What follows belongs to an exercise in optimizing a design on an open flow for small area; a production flow would make more cautious choices. RTL that was checked went through simulation tests only; none was proved equivalent to the original.

==> job 6021 <==
// Solve
module Solve#(
    parameter Y=150,
    parameter X=200
)(
    input clk,
    input rst,
    input halt,
    input prepare,
    input start,
    input next,
    input switcher,
    input sw2,
    input auto,
    input keep,
    input [15:0] length,
    input [15:0] now,
    input [4:0] debug,
    output [15:0] dataput,
    output [31:0] dataput2,
    output wrong,
    output solved,
    output fakeclick,
    output [31:0] score,
    output signed [15:0] wwmodi,
    output ready,
    output wfresh,
    output [11:0] wcolorp,
    output [17:0] wBLOn,
    output nnote0,
    output [15:0] wnotex,wnotey,
    output [15:0] wperc,
    output endpass
);
clock: 10.0 ns
lec_check: 0
cap_margin: 20
core_margin: 2
core_utilization: 40
slew_margin: 20
synth_memory_max_bits: 65536
standard.sh (not shown) runs the stock make flow with config.mk's settings and CLKGATE_MAP_FILE= SYNTH_SCRIPT=/design/flow/synth_recipe.tcl, a recipe that flattens the netlist after the stock synthesis.
==> flow/flow/run.sh <==
#!/bin/bash
# Standard layout, with the port buffers made of the smallest buffer cell
# and a clock tree of smaller buffers without dummy loads.
export BUFFER_PORTS_ARGS="-buffer_cell sky130_fd_sc_hd__buf_1"
export CTS_ARGS="-sink_clustering_enable -repair_clock_nets -dont_use_dummy_load -buf_list sky130_fd_sc_hd__clkbuf_8 -sink_clustering_size 16"
bash standard.sh > standard.log 2>&1
==> job 5860: changes against job 6021 <==
--- a/flow/design.v
+++ b/flow/design.v
@@ -1,37 +1,34 @@
 module Adder8421(
     input [16:0] a,
     input [8:0] b,
     output [16:0] c
 );
-function automatic [4:0] add4(input [3:0] x, input [3:0] y, input ci);
-    integer i;
-    reg cc;
-    reg [3:0] s;
-    begin
-        cc=ci;
-        for(i=0;i<4;i=i+1)begin
-            s[i]=x[i]^y[i]^cc;
-            cc=(x[i]&y[i])|(cc&(x[i]^y[i]));
-        end
-        add4={cc,s};
-    end
-endfunction
-function automatic [4:0] digit(input [4:0] s);      
-    reg corr;
-    begin
-        corr=!s[4]&s[3]&(s[2]|s[1]);
-        digit={s[4]|corr,corr?{1'b0,s[2]&s[1],s[2]&!s[1],s[0]}:s[3:0]};
-    end
-endfunction
-wire [4:0] d0=digit(add4(a[3:0],b[3:0],1'b0));
-wire [4:0] d1=digit(add4(a[7:4],b[7:4],d0[4]));
-wire [4:0] d2=digit(add4(a[11:8],{3'd0,b[8]},d1[4]));
-wire [4:0] d3=digit(add4(a[15:12],4'd0,d2[4]));
-assign c={a[16]^d3[4],d3[3:0],d2[3:0],d1[3:0],d0[3:0]};
+wire [3:0] b0=b[3:0], b1=b[7:4], b2={3'd0,b[8]};
+wire [4:0] t0={1'b0,a[3:0]};
+wire [3:0] n0=t0[3:0];
+wire f0=((n0+b0)&4'hf)>=4'd10;
+wire [4:0] u0=n0+b0+(f0?4'd6:4'd0);
+wire [1:0] c0=t0[4]+u0[4];
+wire [4:0] t1=a[7:4]+c0;
+wire [3:0] n1=t1[3:0];
+wire f1=((n1+b1)&4'hf)>=4'd10;
+wire [4:0] u1=n1+b1+(f1?4'd6:4'd0);
+wire [1:0] c1=t1[4]+u1[4];
+wire [4:0] t2=a[11:8]+c1;
+wire [3:0] n2=t2[3:0];
+wire f2=((n2+b2)&4'hf)>=4'd10;
+wire [4:0] u2=n2+b2+(f2?4'd6:4'd0);
+wire [1:0] c2=t2[4]+u2[4];
+wire [4:0] t3=a[15:12]+c2;
+wire [3:0] n3=t3[3:0];
+wire f3=n3>=4'd10;
+wire [4:0] u3=n3+(f3?4'd6:4'd0);
+wire [1:0] c3=t3[4]+u3[4];
+assign c={a[16]^c3[0],u3[3:0],u2[3:0],u1[3:0],u0[3:0]};
 endmodule
 module JK(
     input J,K,clk,
     input reset,
     output out
 );
 reg e;
@@ -56,23 +53,28 @@
 reg [2:0] lc;
 reg modi;
 wire hi=(ldata>=16'hff6a);
 wire [7:0] lb=ldata[7:0];
 wire [2:0] wc=hi?((lb==8'h6a)?3'd0:(lb<=8'h97)?3'd1:(lb<=8'hc4)?3'd2:(lb<=8'hf1)?3'd3:3'd4):
                  ((ldata<=16'd30)?3'd4:(ldata<=16'd120)?3'd5:(ldata<=16'd210)?3'd6:3'd7);
 always @(posedge clk)begin
-    if(we&&modi)begin
-        re<=data;
-        lc<=wc;
-    end else if(rst)begin
+    if(reset)begin
         re<=0;
         lc<=3'd4;
+        modi<=0;
+    end else begin
+        if(we&&modi)begin
+            re<=data;
+            lc<=wc;
+        end else if(rst)begin
+            re<=0;
+            lc<=3'd4;
+        end
+        modi<=!we;
     end
-    if(reset)modi<=0;
-    else modi<=!we;
 end
 assign out=re;
 assign lcode=lc;
 endmodule
 module Judge(
     input clk,
     input start,
@@ -98,30 +100,15 @@
 wire lt61 =(r<16'd61) |(rb&(r<16'd65237));
 wire lt180=(r<16'd180)|(rb&(r<16'd65356));
 wire lt300=(r<16'd300)|(rb&(r<16'd65476));
 wire lt315=(r<16'd315)|(rb&(r<16'd65491));
 wire lt330=(r<16'd330)|(rb&(r<16'd65506));
 wire rsub=(r<16'd360&&r>=16'd180);
 wire radd=(r>=16'd360&&r<=16'hff4B);
-function automatic [16:0] add16(input [15:0] x, input [15:0] y, input ci);
-    integer i;
-    reg cc;
-    reg [15:0] s;
-    begin
-        cc=ci;
-        for(i=0;i<16;i=i+1)begin
-            s[i]=x[i]^y[i]^cc;
-            cc=(x[i]&y[i])|(cc&(x[i]^y[i]));
-        end
-        add16={cc,s};
-    end
-endfunction
-wire [16:0] facnow=add16(fac,~now,1'b1);
-wire [16:0] radj=add16(r,rsub?16'hfe98:16'h0168,1'b0);
-always @(posedge clk) dec<=facnow[15:0];
+always @(posedge clk) dec<=fac-now;
 always @ (posedge clk) begin
     if(reset)begin
         state<=0;
         resd<=0;
         res<=0;
         rmodi<=0;
     end else
@@ -135,15 +122,15 @@
         2'd1:begin
             rmodi<=dec;
             state<=2;
         end
         2'd2:begin
             state<=3;
             if(rsub||radd)begin
-                rmodi<=radj[15:0];
+                rmodi<={r[15:3]+(rsub?13'h1fd3:13'h002d),r[2:0]};
             end
             if(lt180)begin
                 if(!lt46)begin
                     if(!lt61)res<=3'b111;
                     else res<=3'b110;
                 end else begin
                     if(!lt31)res<=3'b101;
@@ -176,18 +163,16 @@
     input [2:0] result,
     input signed [15:0] dev,
     output [31:0] out
 );
 reg [8:0] mid;
 reg [16:0] score;
 wire [16:0] value;
-wire [5:0] m=dev[15]?dev[5:0]:(~dev[5:0])+6'd1;
-wire [3:0] mlo=4'd9-{1'b0,m[2:0]};
-wire [3:0] mhi8=4'd8-{1'b0,m[5:3]};
-wire [3:0] mhi9=4'd9-{1'b0,m[5:3]};
+wire [15:0] nmodi=-dev;
+wire [15:0] m=dev[15]?dev:nmodi;
 reg start;
 reg state;
 reg [3:0] astate;
 wire ok=(astate==4'd8);
 Adder8421 adder(
     .a(score),
     .b(mid),
@@ -195,15 +180,15 @@
 );
 always @(posedge clk)begin
     if(reset)astate<=4'd9;
     else if(rst)astate<=4'd9;
     else if(astate==4'd9)begin
         if(start)astate<=4'd0;
     end else if(astate==4'd8)astate<=4'd9;
-    else astate<=astate+4'd1;    
+    else astate<=astate+4'd1;
 end
 always @(posedge clk)begin
     if(reset)begin
         state<=0;
         start<=0;
         score<=0;
     end else if(rst)score<=0;
@@ -219,17 +204,17 @@
                 state<=1;
                 start<=1;
                 if(result[1:0]==0)begin
                     mid<=AC;
                 end else if(result[1:0]==3)begin
                     mid<=0;
                 end else if(result[1])begin
-                    mid<={1'b0,mhi8,mlo};
+                    mid<=9'h89-{m[5:3],1'd0,m[2:0]};
                 end else begin
-                    mid<={1'b0,mhi9,mlo};
+                    mid<=9'h99-{m[5:3],1'd0,m[2:0]};
                 end
             end
         end
     end
 end
 assign out={15'd0,score};
 endmodule
@@ -328,43 +313,17 @@
 localparam WAIT=6;
 localparam WAITJUDGE=7;
 localparam CACHEDEV=8;
 localparam PASS=14;
 localparam WRONG=15;
 localparam XY=X*Y;
 localparam LAST=132;         
-function automatic [16:0] add16(input [15:0] x, input [15:0] y, input ci);
-    integer i;
-    reg cc;
-    reg [15:0] s;
-    begin
-        cc=ci;
-        for(i=0;i<16;i=i+1)begin
-            s[i]=x[i]^y[i]^cc;
-            cc=(x[i]&y[i])|(cc&(x[i]^y[i]));
-        end
-        add16={cc,s};
-    end
-endfunction
-function automatic lt8(input [7:0] x, input [7:0] y);
-    integer i;
-    reg r;
-    begin
-        r=1'b0;
-        for(i=0;i<8;i=i+1)
-            r=(~x[i]&y[i])|(r&(~x[i]|y[i]));
-        lt8=r;
-    end
-endfunction
 reg [3:0] state;
-reg [7:0] cur;
-reg pz;
-wire rd=(state==READNOTE)||(state==README)||(state==READINGSWI)||(state==READINGNOTE);
-wire [16:0] cur1w=add16({8'd0,cur},16'd0,1'b1);
-wire [7:0] cur1=cur1w[7:0];
+reg [7:0] nnote;             
+reg [7:0] cur;               
 reg [1:0] sn;                
 reg tillf;                   
 reg [3:0] ak;                
 reg signed [15:0] modi;
 reg [3:0] waitr;
 reg [3:0] cc;                
 reg fclick;
@@ -456,25 +415,21 @@
     .rst(preparing),
     .reset(rst),
     .cal(beginscore),
     .dev(wmodi),
     .result(jures),
     .out(score)
 );
-wire [16:0] taskri_d=add16({7'd0,notel},modi,1'b0);
-wire [15:0] taskri=taskri_d[15:0];
-wire [16:0] dl=add16(length,~taskri,1'b1);           
-wire nb=dl[16];
-wire [15:0] d=dl[15:0];
-wire len_eq=(d==16'd0);                               
-wire ge80=(d>=16'd80);
-wire len_ge=(taskri>=16'hffb0)?(nb|ge80):(nb&ge80);   
-wire len_le=(taskri>16'd90&&taskri<=16'd65445)?(!nb&&d<=16'd65446):(length==16'd0);  
+wire [15:0] taskri=notel+modi;
+wire [16:0] dl={1'b0,length}-{1'b0,taskri};
+wire len_eq=(dl[15:0]==16'd0);                        
+wire len_ge=(taskri>=16'hffb0)?($signed(dl)>=-17'sd65456):($signed(dl)>=17'sd80);    
+wire len_le=(taskri>16'd90&&taskri<=16'd65445)?($signed(dl)<=-17'sd90):(length==16'd0);  
 wire early=(lcode<=lc);      
-wire seq=pz?(sn==2'd0||sn==2'd3):((sn==2'd1&&cur==8'd48)||(sn==2'd2&&cur==8'd94));
+wire seq=(sn==2'd0||sn==2'd3)?(nnote==8'd0):(sn==2'd1)?(nnote==8'd49):(nnote==8'd95);
 wire s2=(sn==2'd2);
 wire [3:0] snote4={s2,s2,s2,sn[0]^sn[1]};
 assign ready=(state==WAITSTART);
 assign wrong=(state==WRONG);
 assign wnotex={8'd0,nx};
 assign wnotey={8'd0,ny};
 assign solved=dealtadd&&(!invalidadd);
@@ -492,22 +447,22 @@
         4'd9:colorp=12'h0ff;
         4'd10:colorp=12'h08f;
         4'd11:colorp=12'h22f;
         default:colorp=12'h000;
     endcase
 end
 assign wcolorp=colorp;
-assign nnote0=!pz&&(rd?!cur[0]:cur[0]);
+assign nnote0=nnote[0];
 assign endpass=(state==PASS);
 always @(posedge clk) begin
     if(rst)begin
         state<=IDLE;
         fclick<=0;
         fresh<=0;
-        pz<=1;
+        nnote<=0;
         cur<=8'd255;
         sn<=0;
         modi<=0;
         waitr<=0;
         preparing<=0;
         cc<=0;
         dealtadd<=0;
@@ -515,15 +470,15 @@
         beginscore<=0;
         judgestart<=0;
     end else
     case(state)
         IDLE:begin
             if(prepare)begin
                 fresh<=0;
-                pz<=1;
+                nnote<=0;
                 modi<=0;
                 waitr<=15;
                 preparing<=1;
                 sn<=0;
                 ak<=0;
                 state<=READNOTE;
             end
@@ -543,18 +498,17 @@
         end
         READINGSWI:begin
             fresh<=1;
             sn<=sn+2'd1;
             state<=README;
         end
         READINGNOTE:begin
-            cur<=pz?8'd0:cur1;
-            pz<=0;
+            cur<=nnote;
             tillf<=1;
-            if(!pz&&cur==LAST-1)state<=PASS;
+            if(nnote==LAST)state<=PASS;
             else state<=CACHEDEV;
         end
         README:begin
             fresh<=0;
             state<=seq?READINGSWI:READINGNOTE;
         end
         CACHEDEV: begin
@@ -571,15 +525,16 @@
                 state<=WAITSTART;
             end else if(waitr!=4'd15)begin
                 waitr<=waitr+4'd1;
             end else state<=WAIT;
         end
         WAIT: begin
             fresh<=0;
-            if(debug[4]&&lt8(cur,{debug[3:0],3'd0}))begin
+            if(debug[4]&&nnote<{debug[3:0],3'd0})begin
+                nnote<=nnote+8'd1;
                 state<=READNOTE;
                 fresh<=1;
             end else if(halt)begin
                 state<=IDLE;
             end else if(addsign)begin
                 dealtadd<=1;
                 if((early&&keep)||len_le)begin
@@ -613,14 +568,15 @@
             if(judgeready)begin
                 cc<={1'b1,jures};
                 modi<=wmodi;
                 if((!AC)&&(!keep))begin
                     state<=WRONG;
                 end else begin
                     beginscore<=1;
+                    nnote<=nnote+8'd1;
                     state<=READNOTE;
                 end
             end
         end
         WRONG:begin
             if(halt)begin
                 state<=IDLE;
@@ -630,16 +586,15 @@
             if(halt)begin
                 state<=IDLE;
             end
         end
         default:;
     endcase
 end
-wire [16:0] nmodi17=add16(~modi,16'd0,1'b1);
-wire [15:0] nmodi=nmodi17[15:0];
+wire [15:0] nmodi=-modi;
 assign dataput=switcher?(sw2?perc[15:0]:now[15:0]):{snote4,waitr[3:0],state[3:0],4'd0};
 wire [31:0] putdata1={colorp,1'd0,jures,score[31:16]};
 wire [31:0] putdata2={modi[15:0],wmodi[15:0]};
 wire [31:0] dataput22=switcher?putdata1:putdata2;
 wire [31:0] putdata3=switcher?{modi,nmodi}:{nmodi,modi};
 assign dataput2=sw2?putdata3:dataput22;
 endmodule
==> flow/flow/run.sh (replaced) <==
#!/bin/bash
# Standard layout, with the port buffers made of the smallest buffer cell
# and a clock tree of smaller buffers without dummy loads.
export BUFFER_PORTS_ARGS="-buffer_cell sky130_fd_sc_hd__buf_1"
export CTS_ARGS="-sink_clustering_enable -repair_clock_nets -dont_use_dummy_load -buf_list sky130_fd_sc_hd__clkbuf_8 -sink_clustering_size 20"
bash standard.sh > standard.log 2>&1
==> comparison <==
- Job 5860 completed with no timing, DRC or antenna violations. Job 6021 completed, yet does not pass: negative setup slack.
- Of job 5860 and job 6021, job 5860 has the higher routed wire length (gap 16%, measured against job 6021).
- Against job 5860, the global-route usage of job 6021 is lower by 0.43 points.
- Against job 5860, the worst hold slack of job 6021 is lower by 0.012 ns.
- In job 5860 the synthesized cell count is larger than in job 6021, by about 20%.
- In job 6021 the die area is smaller than in job 5860, by 12%.
- Between job 6021 and job 5860, the lower design area is in job 6021 (gap 7.0%, measured against job 5860).
==> figures <==
metric	job 5860	job 6021
Outcome	no timing/DRC/antenna violations	complete, but fails checks
Reasons for failing layout checks	-	negative setup slack
Routed length on met3	5.12 mm	3.71 mm
Layout cell share with drive strength beyond 1	6.04%	12.6%
Post-synthesis compound-gate area fraction	24.9%	23.4%
Initial Util	40.4%	40.5%
Logic depth of the worst setup path including buffers	40	47
Post-route clock period utilization	94.4%	101%
# fillers	4417	3770
Share of the synthesized area in the top cell type	16.4%	15.3%
HPWL after detailed placement	46.4 mm	39.9 mm
Total of plain and repair buffers excluding clock buffers	252	323
Placeable core region	42900 sq um	37600 sq um
Non-CTS inverters	134	152
Mapped Cells	2373	1960
The RTL of job 6021 was laid out without a check of its function.

separate check: timing with driven ports:
The results above use ideal ports. As a check the final layouts listed here were re-extracted and re-timed, cells and wires unchanged.
Step 1 (the two cells are an assumption about what drives the block):
set clk [get_ports {clk}]
set_driving_cell -lib_cell sky130_fd_sc_hd__clkbuf_16 $clk
set_driving_cell -lib_cell sky130_fd_sc_hd__buf_2 [delete_from_list [all_inputs] $clk]
Step 2 moves the port delays by t, midway between the first and last clock arrival at a register: inputs arrive t later, outputs are due t later. That takes back most of the time a late clock gives input paths.
Slacks: ideal ports / drivers / drivers and shift; pairs: ideal ports / drivers.
| run | t, ns | setup WS [ns] | worst setup path after step 2 | worst data-port slew with drivers (ns) |
|---|---|---|---|---|
| job 6021 | 0.496 | -0.063 / -0.063 / -0.063 | register to register | 0.09 |
| job 5860 | 0.481 | 0.559 / 0.559 / 0.559 | register to register | 0.08 |
